Source: an optimization exercise on an open RTL-to-GDS flow (aim: small area and a short achievable clock period). Production flows keep margins and buffers that such runs may drop. Only simulation tests tie the RTL to the original design; equivalence was not proved. No activity file was given, so power comes from the tool's default toggle rates.

==> flow/design.v (outline; a module is shown in full before it is edited, if it fits) <==
// module ALU: 1075 lines
// module P_INV: 1 lines
// module P_ND2: 1 lines
// module P_NR2: 1 lines
// module P_AN2: 1 lines
// module P_OR2: 1 lines
// module P_ND3: 1 lines
// module P_AN3: 1 lines
// module P_O211AI: 1 lines
// module P_O311AI: 1 lines
// module P_O411AI: 1 lines
// module P_XOR2: 1 lines
// module P_XNR2: 1 lines
// module P_MX2I: 1 lines
// module P_OAI21: 1 lines
// module P_AOI21: 1 lines
// module P_O21A: 1 lines
// module P_HA: 1 lines
// module P_A222OI: 3 lines
// module ShifterSignExtender: 241 lines
// module XSel: 38 lines
// module AmtDec: 39 lines
// module ex_datapath: 93 lines
module ex_datapath(
    input  wire        CLK,
    input  wire [31:0] A,
    input  wire [31:0] Rm,
    input  wire [11:0] I,
    input  wire [1:0]  AM,
    input  wire        CIN,
    input  wire [3:0]  Op,
    output reg  [31:0] Out,
    output wire        Z,
    output wire        N,
    output reg         C,
    output reg         V
);
  // ...
==> flow/flow/run.sh <==
#!/bin/bash
set -euo pipefail
MARGIN=5.9
export BUFFER_PORTS_ARGS="-buffer_cell sky130_fd_sc_hd__buf_1"
sed "s|\"\${@:-finish}\"|SETUP_SLACK_MARGIN=${MARGIN} \"\${@:-finish}\"|" standard.sh > standard_margin.sh
grep -q "SETUP_SLACK_MARGIN=${MARGIN}" standard_margin.sh
bash standard_margin.sh > flow_make.log 2>&1
==> flow/standard.sh <==
#!/bin/bash
# synth_recipe.tcl (not shown) runs the flow's synth.tcl, then flattens the netlist and writes it again
# the make line also repeats each setting of config.mk as NAME=value (left out here)
make -C /OpenROAD-flow-scripts/flow DESIGN_CONFIG=/design/flow/config.mk WORK_HOME=/design/flow/orfs CLKGATE_MAP_FILE= SYNTH_SCRIPT=/design/flow/synth_recipe.tcl "${@:-finish}"
==> flow/config.mk <==
export PLATFORM = sky130hd
export DESIGN_NAME = ex_datapath
export DESIGN_NICKNAME = ex_datapath
export VERILOG_FILES = /design/flow/design.v
export SDC_FILE = /design/flow/constraint.sdc
export NUM_CORES = 4
export LEC_CHECK = 0
export CAP_MARGIN = 20
export CORE_MARGIN = 2
export CORE_UTILIZATION = 40
export CTS_BUF_LIST = sky130_fd_sc_hd__clkbuf_4
export SLEW_MARGIN = 20
export SYNTH_HIERARCHICAL = 1
export TNS_END_PERCENT = 5
==> flow/constraint.sdc <==
create_clock -name core_clock -period 9.0 [get_ports {CLK}]
set_input_delay 1.8000 -clock core_clock [delete_from_list [all_inputs] [get_ports {CLK}]]
set_output_delay 1.8000 -clock core_clock [all_outputs]
set_load 0.01 [all_outputs]
==> qor.txt, run 1 <==
placed insts: 1,321
detailed-route vias per instance: 5.17
Max VDD drop: 0.0000807 V
max incr delay on CP: 0.48 ns
inverters: 88
cell type with the largest total area after synthesis: dfxtp_1
power density over the cells: 214 nW/µm²
comb_multi_in: 708
status: complete, no violations
P_int: 1300 µW
Vias: 7,075
Ports: 120
multi-input logic area: 5700 µm²
Netlist cell types: 37
most common cell after layout, fill and taps aside: mux2i_1
Final Power: 2130 µW
met3 Track Usage GR: 3.27%
Final Instance Count excl. Fillers: 1,368
R2R setup slack: 5.92 ns
Ant. Diodes: 1
clk_skew: 0.0141 ns
Final Hold Violating Endpoints: 0
drt wl/cell: 15.6 µm
post-synthesis simple-gate area fraction: 10.5%
GPL Wtd Cong: 0.875
worst setup path endpoint: gtn_q[0]
Max Cap Viol: 0
initial core utilization: 40.9%
Top delay family on crit path: simple AND/OR/NAND/NOR gates
Final Util: 49.1%
Residual DRC: 0
antenna violations before repair: 1
Root Driver: clkbuf_4
hold path startpoint: csub_q
Register Area: 2550 µm²
required time of the critical path: 9.45 ns
==> run 2: changes to the inputs <==
--- a/flow/flow/run.sh
+++ b/flow/flow/run.sh
@@ -2,3 +2,3 @@
 set -euo pipefail
-MARGIN=5.9
+MARGIN=6.15
 export BUFFER_PORTS_ARGS="-buffer_cell sky130_fd_sc_hd__buf_1"
==> qor.txt, run 2 <==
status: complete, no violations
Sink Count: 127
crit path cell chain: buf_4 -> mux2i_2 -> mux2i_1 -> mux2i_1 -> ha_1 -> nor2_1 -> nand2_1 -> o21a_1 -> o21ai_2 -> a21oi_2 -> o21ai_4 -> a21oi_4 -> buf_12 -> o21ai_1 -> xnor2_1 -> nor2_1 -> nand2_1 -> nor2_1
met1 Use GR: 27.1%
synthesized area: 8270 µm²
Leakage Power: 0.00441 µW
CP Launch Point: amt3_q
most common cell after layout, fill and taps aside: mux2i_1
layout cells sized above 1: 15.9%
drt wl/cell: 15.7 µm (+0.97%)
Max VDD drop: 0.0000841 V (+4.2%)
clock buffer depth: 2
CP max stage cell: dfxtp_4
HPWL after DPL: 15.8 mm
hold path startpoint: csub_q
Seq/Total Area, Yosys: 30.7%
fill cell count: 1,930
CTS buffer count: 17
Synth Instances: 926
most used cell, CP: nor2_1
met2 GRT Util: 31.0%
Synth async-reset ratio: 0%
crit-path max FO: 17
Initial DRC Count: 510
Post-synth EDFFs: 0
Slew Viols, Final: 0
setup violators final: 0
highest clock rate: 326 MHz
headroom to the max-slew limit: 71.3%
grt total ovfl: 0
syn_nets: 1,053
commonest cells after routing, fill and taps aside: 224 x mux2i_1, 124 x dfxtp_1, 113 x buf_1
detailed-route vias per instance: 5.17 (about the same)
clock slew at reported path FFs: 0.11 ns
Residual DRC: 0 (unchanged)
Horiz. Die Dim: 148 µm
antenna violations before repair: 1 (unchanged)
RR Startpoint: amt3_q
required time of the critical path: 9.47 ns (+0.02 ns)
syn avg cell area: 8.93 µm²
Root Driver: clkbuf_4
gr usage total: 19.6%
clk_skew: 0.0132 ns (-0.000907 ns)
largest net degree at the start of global routing: 40
die height: 148 µm
largest registers: Out: 32 flops, r_q: 32 flops, xn_q: 32 flops
CTS tree: built
minimum clock period: 3.07 ns
Ports: 120 (unchanged)
Worst-Margin Slew: 0.418 ns
first drt pass iteration count: 8
fin crit share: 34.1%
die area: 21,800 µm²
DRT antenna net count: 0
clock latency on the worst-skew pair: 0.56 ns
cell type with the largest total area after synthesis: dfxtp_1
ys flop type: dfxtp_1
CP Launch Type: flip-flop
power density over the cells: 213 nW/µm² (-0.48%)
placed insts: 1,321 (unchanged)
#FFs+latches synth: 127
Vias: 7,169 (+1.3%)
RSZ-0062 raised after global routing: yes
nets: 1,230
Final Instance Count excl. Fillers: 1,387 (+1.4%)
CTS Hold Bufs: 0
vias in the first global route: 6,608
max incr delay on CP: 0.45 ns (-0.03 ns)
initial core utilization: 40.9% (unchanged)
H-tree depth: 4
TNS Setup: 0 ns
Netlist cell types: 37 (unchanged)
Port Buffers: 119
core area: 20,200 µm²
Crit Path Category: reg2reg
Setup crit end kind: flip-flop
most instantiated cells after synthesis: 241 x mux2i_1, 127 x dfxtp_1, 96 x nand2_1
WP data arrival: 3.54 ns
Max Cap Viol: 0 (unchanged)
Final Hold Violating Endpoints: 0 (unchanged)
Most Crowded Layer GR: met2
Min-Delay Path Class: reg2reg
GPL Wtd Cong: 0.875 (unchanged)
first-pass GRT wire length: 34.2 mm
met3 Track Usage GR: 3.27% (unchanged)
Post-Route WL: 21.8 mm
area grow syn2layout: 23.6%
FP Rows: 52
warnings from Yosys: 7
top-count cell post-synth: mux2i_1
Synth area leaders: dfxtp_1 31%, mux2i_1 29%, ha_1 6.5%, o21ai_1 4.8%, nand2_1 4.4%
Synth top area share: 30.7%
## run 2: final timing paths
path              endpoint  slack [ns]  cells after the start
hold reg to reg          C        0.43                      1
hold / removal           C        0.43                      1
setup / recovery     zb[2]        5.93                     18
setup reg to reg     zb[2]        5.93                     18
## run 2: power by group
group / leakage (µW) / internal [µW] / total (µW) / switching [µW]
clock network: 0.000166 / 222 / 430 / 207
logic: 0.00317 / 420 / 1000 / 580
registers: 0.00107 / 689 / 749 / 60.2
## run 2: through the flow
| stage | instance area, µm² | total power [µW] | hold slack [ns] | utilization (%) | worst slack [ns] |
|---|---|---|---|---|---|
| 3_5_place_dp | 9160 | 1620 | 0.407 | 45.3 | 4.76 |
| 6_report | 10200 | 2180 | 0.429 | 50.5 | 5.93 |
| 2_1_floorplan | 8310 | 1390 | 0.384 | - | 5.32 |
| 4_1_cts | 9960 | 2150 | 0.425 | 49.2 | 5.94 |
| 3_3_place_gp | 9160 | 1610 | 0.425 | 45.3 | 4.83 |
| 5_1_grt | 10200 | 2330 | 0.444 | 50.5 | 5.77 |
## run 2: what timing repair did
item	CTS	global route
gates resized for setup	56	45
pin swaps	19	16
setup buffers	24	4
endpoints found under the hold margin	0	0
setup endpoints to repair	115	110
gates cloned	1	4
## run 2: layout make-up
cell class | count | area [µm²] | share of cell area, %
clock inverter | 13 | 170 | 1.66
sequential | 127 | 2550 | 25.0
clock buffer | 19 | 143 | 1.40
multi-input combinational | 709 | 5740 | 56.2
antenna | 1 | 2.50 | 0.0245
tap | 270 | 338 | 3.30
timing repair buffer | 160 | 947 | 9.27
inverter | 88 | 330 | 3.23
## run 2: critical path: cells and delay by family, from the launching register on
kind,cells,cell delay [ns]
AOI/OAI and AO/OA,6,0.90
muxes,3,0.50
DFF,1,0.45
and+or+nand+nor,5,0.37
buffers and inverters,2,0.31
adders and majority gates,1,0.29
xor gates and xnor gates,1,0.15
## run 2: cell families after synthesis
logic type      after synthesis  synth area share (%)
mux                         241                  29.2
simple gates                211                  10.5
compound gates              178                  15.1
flops                       127                  30.7
buf+inv                      91                  4.27
fa+ha+maj                    43                  6.51
xor+xnor                     35                  3.71
## run 2: per-module statistics from Yosys, one instance, submodules excluded, a selection
module       flops+latches  cells inside  times used
ex_datapath            127           213           1
P_HA                     0             1          32
P_O411AI                 0             2           1
P_O311AI                 0             1           1
P_AOI21                  0             1          32
P_XNR2                   0             1          21
P_O21A                   0             1           1
P_AN3                    0             1           1
P_OR2                    0             1           1
P_ND3                    0             1           1
P_ND2                    0             1          88
P_NR2                    0             1          86
## run 2: routing by layer
metal,up-vias,share of wire (%)
met4,0,2.1
met2,199,45
met5,-,0
met1,3272,49
met3,27,4.5
li1,3671,-
==> run 3: changes to the inputs <==
--- a/flow/flow/run.sh
+++ b/flow/flow/run.sh
@@ -2,3 +2,3 @@
 set -euo pipefail
-MARGIN=6.15
+MARGIN=6.0
 export BUFFER_PORTS_ARGS="-buffer_cell sky130_fd_sc_hd__buf_1"
==> qor.txt, run 3 <==
syn avg cell area: 8.93 µm² (unchanged)
Max VDD drop: 0.0000823 V (-2.1%)
Netlist cell types: 37 (unchanged)
Synth top area share: 30.7% (unchanged)
Post-Synth XOR/XNOR Area: 3.71% (unchanged)
Synth Instances: 926 (unchanged)
Seq/Total Area, Yosys: 30.7% (unchanged)
initial core utilization: 40.9% (unchanged)
Max Cap Viol: 0 (unchanged)
Vias: 7,098 (-0.99%)
Final Instance Count excl. Fillers: 1,375 (-0.87%)
setup violators final: 0 (unchanged)
core area: 20,200 µm² (unchanged)
highest routed layer: met4
fin crit share: 34.5% (+0.34 points)
most instantiated cells after synthesis: 241 x mux2i_1, 127 x dfxtp_1, 96 x nand2_1
antenna violations before repair: 1 (unchanged)
Min-Delay Path Class: reg2reg
die height: 148 µm (unchanged)
commonest cells after routing, fill and taps aside: 228 x mux2i_1, 124 x dfxtp_1, 115 x buf_1
warnings from Yosys: 7 (unchanged)
CTS Hold Bufs: 0 (unchanged)
first drt pass iteration count: 8 (unchanged)
largest net degree at the start of global routing: 40 (unchanged)
highest clock rate: 322 MHz (-0.99%)
RR Startpoint: amt3_q
post-synthesis mux area share: 29.2% (unchanged)
CTS tree: built
HPWL after DPL: 15.8 mm (unchanged)
clock latency on the worst-skew pair: 0.55 ns (about the same)
grt total ovfl: 0 (unchanged)
top-count cell post-synth: mux2i_1
#FFs+latches synth: 127 (unchanged)
ys flop type: dfxtp_1
Final Util: 49.4% (-1.2 points)
Final Power: 2150 µW (-1.5%)
CTS buffer count: 17 (unchanged)
FP Rows: 52 (unchanged)
Slew Viols, Final: 0 (unchanged)
Hold Crit Endpoint: C
syn_nets: 1,053 (unchanged)
complex-gate fraction of the synthesized area: 15.1% (unchanged)
Post-Route WL: 21.3 mm (-2.2%)
most common cell after layout, fill and taps aside: mux2i_1
DRT antenna net count: 0 (unchanged)
Root Driver: clkbuf_4
nets: 1,218 (-0.98%)
Port Buffers: 119 (unchanged)
Setup crit end kind: flip-flop
Horiz. Die Dim: 148 µm (unchanged)
minimum clock period: 3.10 ns (+0.0306 ns)
clock buffer depth: 2 (unchanged)
post-synthesis simple-gate area fraction: 10.5% (unchanged)
clk_skew: 0.0142 ns (+0.000964 ns)
Synth area leaders: dfxtp_1 31%, mux2i_1 29%, ha_1 6.5%, o21ai_1 4.8%, nand2_1 4.4%
met2 WL: 9.43 mm (-2.8%)
power density over the cells: 215 nW/µm² (+0.87%)
routed length on met3: 1.05 mm (+6.6%)
Residual DRC: 0 (unchanged)
die area: 21,800 µm² (unchanged)
Worst-Margin Slew: 0.505 ns (+0.0869 ns)
Sink Count: 127 (unchanged)
worst reg2reg endpoint: zb[2]
GPL Wtd Cong: 0.875 (unchanged)
FF-to-FF path depth: 17 (-1)
drt wl/cell: 15.5 µm (-1.4%)
gr usage total: 19.5% (-0.15 points)
Final Hold Violating Endpoints: 0 (unchanged)
Synth async-reset ratio: 0% (unchanged)
adder-cell area share of the yosys netlist: 6.51% (unchanged)
TNS Setup: 0 ns (unchanged)
fill cell count: 1,960 (+1.6%)
synthesized area: 8270 µm² (unchanged)
first-pass GRT wire length: 33.9 mm (-0.85%)
status: complete, no violations
R2R setup slack: 5.94 ns (about the same)
crit-path max FO: 39 (+22)
wl on met1: 10.4 mm (-2.5%)
H-tree depth: 4 (unchanged)
Leakage Power: 0.00431 µW (-2.2%)
WP data arrival: 3.55 ns (about the same)
required time of the critical path: 9.44 ns (-0.03 ns)
Post-synth EDFFs: 0 (unchanged)
headroom to the max-slew limit: 66.3% (-5.0 points)
area grow syn2layout: 20.8%
Ports: 120 (unchanged)
CP Launch Type: input port
largest registers: Out: 32 flops, r_q: 32 flops, xn_q: 32 flops
Crit Path Category: in2reg
vias in the first global route: 6,568 (-0.61%)
largest family of logic cells by synthesized area: multiplexers
detailed-route vias per instance: 5.16 (-0.13%)
Initial DRC Count: 463 (-9.2%)
RSZ-0062 raised after global routing: yes
placed insts: 1,321 (unchanged)
cell type with the largest total area after synthesis: dfxtp_1
hold path startpoint: csub_q
hold depth: 1 (unchanged)
layout cells sized above 1: 14.3% (-1.6 points)
clock slew at reported path FFs: 0.10 ns (about the same)
[run 3: changes by cell type in the layout (fill, tap and decap cells not counted), sizes merged]
cell    previous run  this run
buf              156       148
clkbuf            23        20
and3               2         1
[run 3: what timing repair did]
item                       4_1_cts  5_1_grt
buffers inserted                19        1
pin swaps                       19       11
cloned                           1        0
setup endpoints to repair       79       65
resized for setup               50       18
[run 3: how the worst max path moves through the flow]
stage / start / end / slack [ns] / cells past startpoint
global route: amt3_q / zb[2] / 5.76 / 17
finish: AM[0] / gtn_q[0] / 5.90 / 7
detailed placement: AM[0] / gtn_q[0] / 4.76 / 7
floorplan: I[5] / r_q[0] / 5.32 / 5
CTS: zb[0] / Z / 5.94 / 2
global placement: AM[0] / gtn_q[0] / 4.83 / 7
[run 3: stage by stage]
stage	cell area, µm²	worst slack, ns	hold slack, ns
after global routing	9990	5.76	0.444
after CTS	9890	5.94	0.425
final	9990	5.90	0.429
after global placement	9160	4.83	0.425
after detailed placement	9160	4.76	0.407
after floorplan	8310	5.32	0.384
[run 3: logic make-up (layout without fill, tap and decap cells)]
logic type,Yosys count,count (layout)
other cells,0,1
buf+inv,91,269
simple gates,211,211
mux,241,241
compound gates,178,178
xor+xnor,35,35
flops,127,127
fa+ha+maj,43,43
[run 3: per-module statistics from Yosys (local to each module, per instance), a selection]
module    cell area (µm²)  flops+latches
P_NR2                3.75              0
P_A222OI             10.0              0
P_O411AI             12.5              0
P_OAI21              5.00              0
P_AN2                6.26              0
P_OR2                6.26              0
P_ND2                3.75              0
[run 3: routing by layer]
layer  up-vias  GRT usage (%)
met5         -              0
met4         0           6.83
met3        26           3.27
met2       198           30.7
met1      3222           26.9
li1       3652              -
[run 3: layout make-up]
cell class,count,area (µm²),area share [%]
Multi-Input combinational cell,708,5690,56.9
Tap cell,270,338,3.38
Clock inverter,13,170,1.70
Timing Repair Buffer,149,766,7.67
Clock buffer,19,143,1.43
Sequential cell,127,2550,25.5
Antenna cell,1,2.50,0.0251
Inverter,88,330,3.31
[run 3: report_power, final]
| part | internal [µW] | switching, µW |
|---|---|---|
| combinational | 400 | 570 |
| clock | 222 | 206 |
| sequential | 689 | 59.7 |
[run 3: worst max-delay path, stage by stage]
cell	delay, ns
clkbuf_8	0.26
nand2_1	0.19
or3_4	0.42
ha_2	0.45
nor2b_1	0.15
o21ai_0	0.08
a21o_1	0.18

-- re-timing with driven ports --
How much do the figures lean on ideal ports? The routed layouts below were timed once more, with nothing changed but the port constraints. Step 1 assumes that a clkbuf_16 drives the clock port and a buf_2 every other input. Step 2 moves the port delays by t, midway between the first and last clock arrival at a register: inputs arrive t later, outputs are due t later. That takes back most of the time a late clock gives input paths. Three values: ideal ports, drivers, drivers and shift; two values: the first two.
run	t (ns)	setup WS [ns]	hold WS [ns]
run 1	0.591	5.832 / 5.837 / 5.246	0.430 / 0.430 / 0.430
run 2	0.587	5.928 / 5.928 / 5.397	0.429 / 0.429 / 0.429
run 3	0.583	5.897 / 5.899 / 5.315	0.429 / 0.429 / 0.429
After both steps every run listed still meets setup and hold. For run 1, which loses most, drivers alone change the setup slack by +0.005 ns; drivers and shift together by -0.586 ns.
